This design comes from an exercise in tuning for small area, a short achievable clock period and few clock cycles per item on the open sky130 flow, not from production work.
In this exercise RTL edits were held to simulation tests only and were not proved equivalent to the original.
Power and IR drop assume default switching activity.

Setup of 08-07:
==> module cache, before the edit <==
module cache(
    clk,
    proc_reset,
    proc_read,
    proc_write,
    proc_addr,
    proc_rdata,
    proc_wdata,
    proc_stall,
    mem_read,
    mem_write,
    mem_addr,
    mem_rdata,
    mem_wdata,
    mem_ready
);
    input          clk;
    input          proc_reset;
    input          proc_read, proc_write;
    input   [29:0] proc_addr;
    input   [31:0] proc_wdata;
    output         proc_stall;
    output  [31:0] proc_rdata;
    input  [127:0] mem_rdata;
    input          mem_ready;
    output         mem_read, mem_write;
    output  [27:0] mem_addr;
    output [127:0] mem_wdata;
    localparam S_IDLE = 2'd0;
    localparam S_RD   = 2'd1;
    localparam S_WR   = 2'd2;
    reg  [1:0]   state;
    reg  [1:0]   next_state;
    reg  [7:0]   valid;
    reg  [24:0]  tags  [0:7];
    reg  [127:0] lines [0:7];
    wire [24:0]  tag    = proc_addr[29:5];
    wire [2:0]   index  = proc_addr[4:2];
    wire [1:0]   offset = proc_addr[1:0];
    wire [127:0] line = lines[index];
    wire         hit  = valid[index] && (tags[index] == tag);
    wire s_idle = (state == S_IDLE);
    wire s_rd   = (state == S_RD);
    wire s_wr   = (state == S_WR);
    reg  [127:0] merged;
    reg  [127:0] fill;
    always @(*) begin
        merged = line;
        merged[offset*32 +: 32] = proc_wdata;
        fill = mem_rdata;
        if (proc_write) fill[offset*32 +: 32] = proc_wdata;
    end
    wire [31:0] cache_word = line[offset*32 +: 32];
    wire [31:0] mem_word   = mem_rdata[offset*32 +: 32];
    assign proc_rdata = s_rd ? mem_word : cache_word;
    assign mem_addr   = proc_addr[29:2];
    assign mem_wdata  = merged;
    assign mem_read   = (s_idle && (proc_read || proc_write) && !hit) || s_rd;
    assign mem_write  = (s_idle && proc_write && hit) || s_wr;
    assign proc_stall = s_idle ? !(hit && !proc_write)
                               : !(mem_ready && (s_wr || !proc_write));
    always @(*) begin
        next_state = state;
        case (state)
            S_IDLE: if (proc_write && hit)                      next_state = S_WR;
                    else if ((proc_read || proc_write) && !hit) next_state = S_RD;
            S_RD:   if (mem_ready) next_state = proc_write ? S_WR : S_IDLE;
            S_WR:   if (mem_ready) next_state = S_IDLE;
            default:               next_state = S_IDLE;
        endcase
    end
    always @(posedge clk or posedge proc_reset) begin
        if (proc_reset) begin
            state <= S_IDLE;
            valid <= 8'b0;
        end else begin
            state <= next_state;
            if (s_rd) valid[index] <= 1'b1;
        end
    end
    integer i, w;
    always @(posedge clk) begin
        for (i = 0; i < 8; i = i + 1) begin
            if (s_rd && index == i) tags[i] <= tag;
            for (w = 0; w < 4; w = w + 1)
                if (index == i && (s_rd || (s_wr && offset == w)))
                    lines[i][w*32 +: 32] <= fill[w*32 +: 32];
        end
    end
endmodule
==> flow/config.mk <==
export PLATFORM = sky130hd
export DESIGN_NAME = cache
export DESIGN_NICKNAME = cache
export VERILOG_FILES = /design/flow/design.v
export SDC_FILE = /design/flow/constraint.sdc
export NUM_CORES = 4
export LEC_CHECK = 0
export CAP_MARGIN = 20
export CORE_MARGIN = 2
export CORE_UTILIZATION = 40
export SETUP_SLACK_MARGIN = 0.5
export SLEW_MARGIN = 20
==> flow/constraint.sdc <==
create_clock -name core_clock -period 5.0 [get_ports {clk}]
set_input_delay 1.0000 -clock core_clock [delete_from_list [all_inputs] [get_ports {clk}]]
set_output_delay 1.0000 -clock core_clock [all_outputs]
set_load 0.01 [all_outputs]
run.sh (not shown) runs the stock make flow with config.mk's settings and CLKGATE_MAP_FILE= SYNTH_SCRIPT=/design/flow/synth_recipe.tcl, a recipe that flattens the netlist after the stock synthesis.
08-07: all stages complete, timing, DRC and antenna checks passed
Testbench counts of 08-07, summed over its fixed seeds: cycles 109,150, items 32,000.
For 02-01, these inputs were changed with respect to 08-07:
diff --git a/flow/design.v b/flow/design.v
--- a/flow/design.v
+++ b/flow/design.v
@@ -30,26 +30,45 @@
     localparam S_RD   = 2'd1;
     localparam S_WR   = 2'd2;
     reg  [1:0]   state;
     reg  [1:0]   next_state;
-    reg  [7:0]   valid;
-    reg  [24:0]  tags  [0:7];
-    reg  [127:0] lines [0:7];
     wire [24:0]  tag    = proc_addr[29:5];
     wire [2:0]   index  = proc_addr[4:2];
     wire [1:0]   offset = proc_addr[1:0];
-    wire [127:0] line = lines[index];
-    wire         hit  = valid[index] && (tags[index] == tag);
     wire s_idle = (state == S_IDLE);
     wire s_rd   = (state == S_RD);
     wire s_wr   = (state == S_WR);
+    reg  [127:0] fill;
+    always @(*) begin
+        fill = mem_rdata;
+        if (proc_write) fill[offset*32 +: 32] = proc_wdata;
+    end
+    reg  [7:0]   valid;
+    wire [7:0]   line_hit;
+    wire [127:0] line_data [0:7];
+    genvar gi, gw;
+    generate
+        for (gi = 0; gi < 8; gi = gi + 1) begin : g_line
+            reg  [24:0]  ltag;
+            reg  [127:0] ldata;
+            wire sel = (index == gi);
+            assign line_hit[gi]  = valid[gi] && (ltag == tag);
+            assign line_data[gi] = ldata;
+            always @(posedge clk)
+                if (sel && s_rd) ltag <= tag;
+            for (gw = 0; gw < 4; gw = gw + 1) begin : g_word
+                always @(posedge clk)
+                    if (sel && (s_rd || (s_wr && offset == gw)))
+                        ldata[gw*32 +: 32] <= fill[gw*32 +: 32];
+            end
+        end
+    endgenerate
+    wire         hit  = line_hit[index];
+    wire [127:0] line = line_data[index];
     reg  [127:0] merged;
-    reg  [127:0] fill;
     always @(*) begin
         merged = line;
         merged[offset*32 +: 32] = proc_wdata;
-        fill = mem_rdata;
-        if (proc_write) fill[offset*32 +: 32] = proc_wdata;
     end
     wire [31:0] cache_word = line[offset*32 +: 32];
     wire [31:0] mem_word   = mem_rdata[offset*32 +: 32];
     assign proc_rdata = s_rd ? mem_word : cache_word;
@@ -77,14 +96,5 @@
             state <= next_state;
             if (s_rd) valid[index] <= 1'b1;
         end
     end
-    integer i, w;
-    always @(posedge clk) begin
-        for (i = 0; i < 8; i = i + 1) begin
-            if (s_rd && index == i) tags[i] <= tag;
-            for (w = 0; w < 4; w = w + 1)
-                if (index == i && (s_rd || (s_wr && offset == w)))
-                    lines[i][w*32 +: 32] <= fill[w*32 +: 32];
-        end
-    end
 endmodule
### Flow results
08-07 leaves less setup margin than 02-01. Going from 08-07 to 02-01, worst slack at placement -0.15 ns; maximum frequency flat. On total routed wirelength, 08-07 beats 02-01. The sequential cell area share reported for 02-01 is smaller than that of 08-07 by 0.22 points. Share of power burned in combinational logic: 02-01 and 08-07 compared, higher one is 02-01.
Testbench counts of 02-01, summed over its fixed seeds: cycles 109,150, items 32,000.

[re-timing with driven ports]
How much do the figures lean on ideal ports? The routed layouts below were timed once more, with nothing changed but the port constraints.
Step 1 assumes that a clkbuf_16 drives the clock port and a buf_2 every other input.
Step 2 also shifts input and output timing later by t, the mid clock arrival at the registers, as if the neighbouring blocks saw the same clock.
a / b / c = ideal / step 1 / step 2; a / b = the first two.
| run | t, ns | setup slack, ns | worst register clock-pin slew, ns |
|---|---|---|---|
| 08-07 | 0.825 | 0.269 / 0.227 / 0.227 | 0.06 / 0.06 |
| 02-01 | 0.807 | 0.282 / 0.231 / 0.231 | 0.07 / 0.07 |
After both steps every run listed still meets setup and hold. The setup slack of 02-01, which loses most, moves by -0.051 ns with the drivers and by -0.051 ns with both steps.
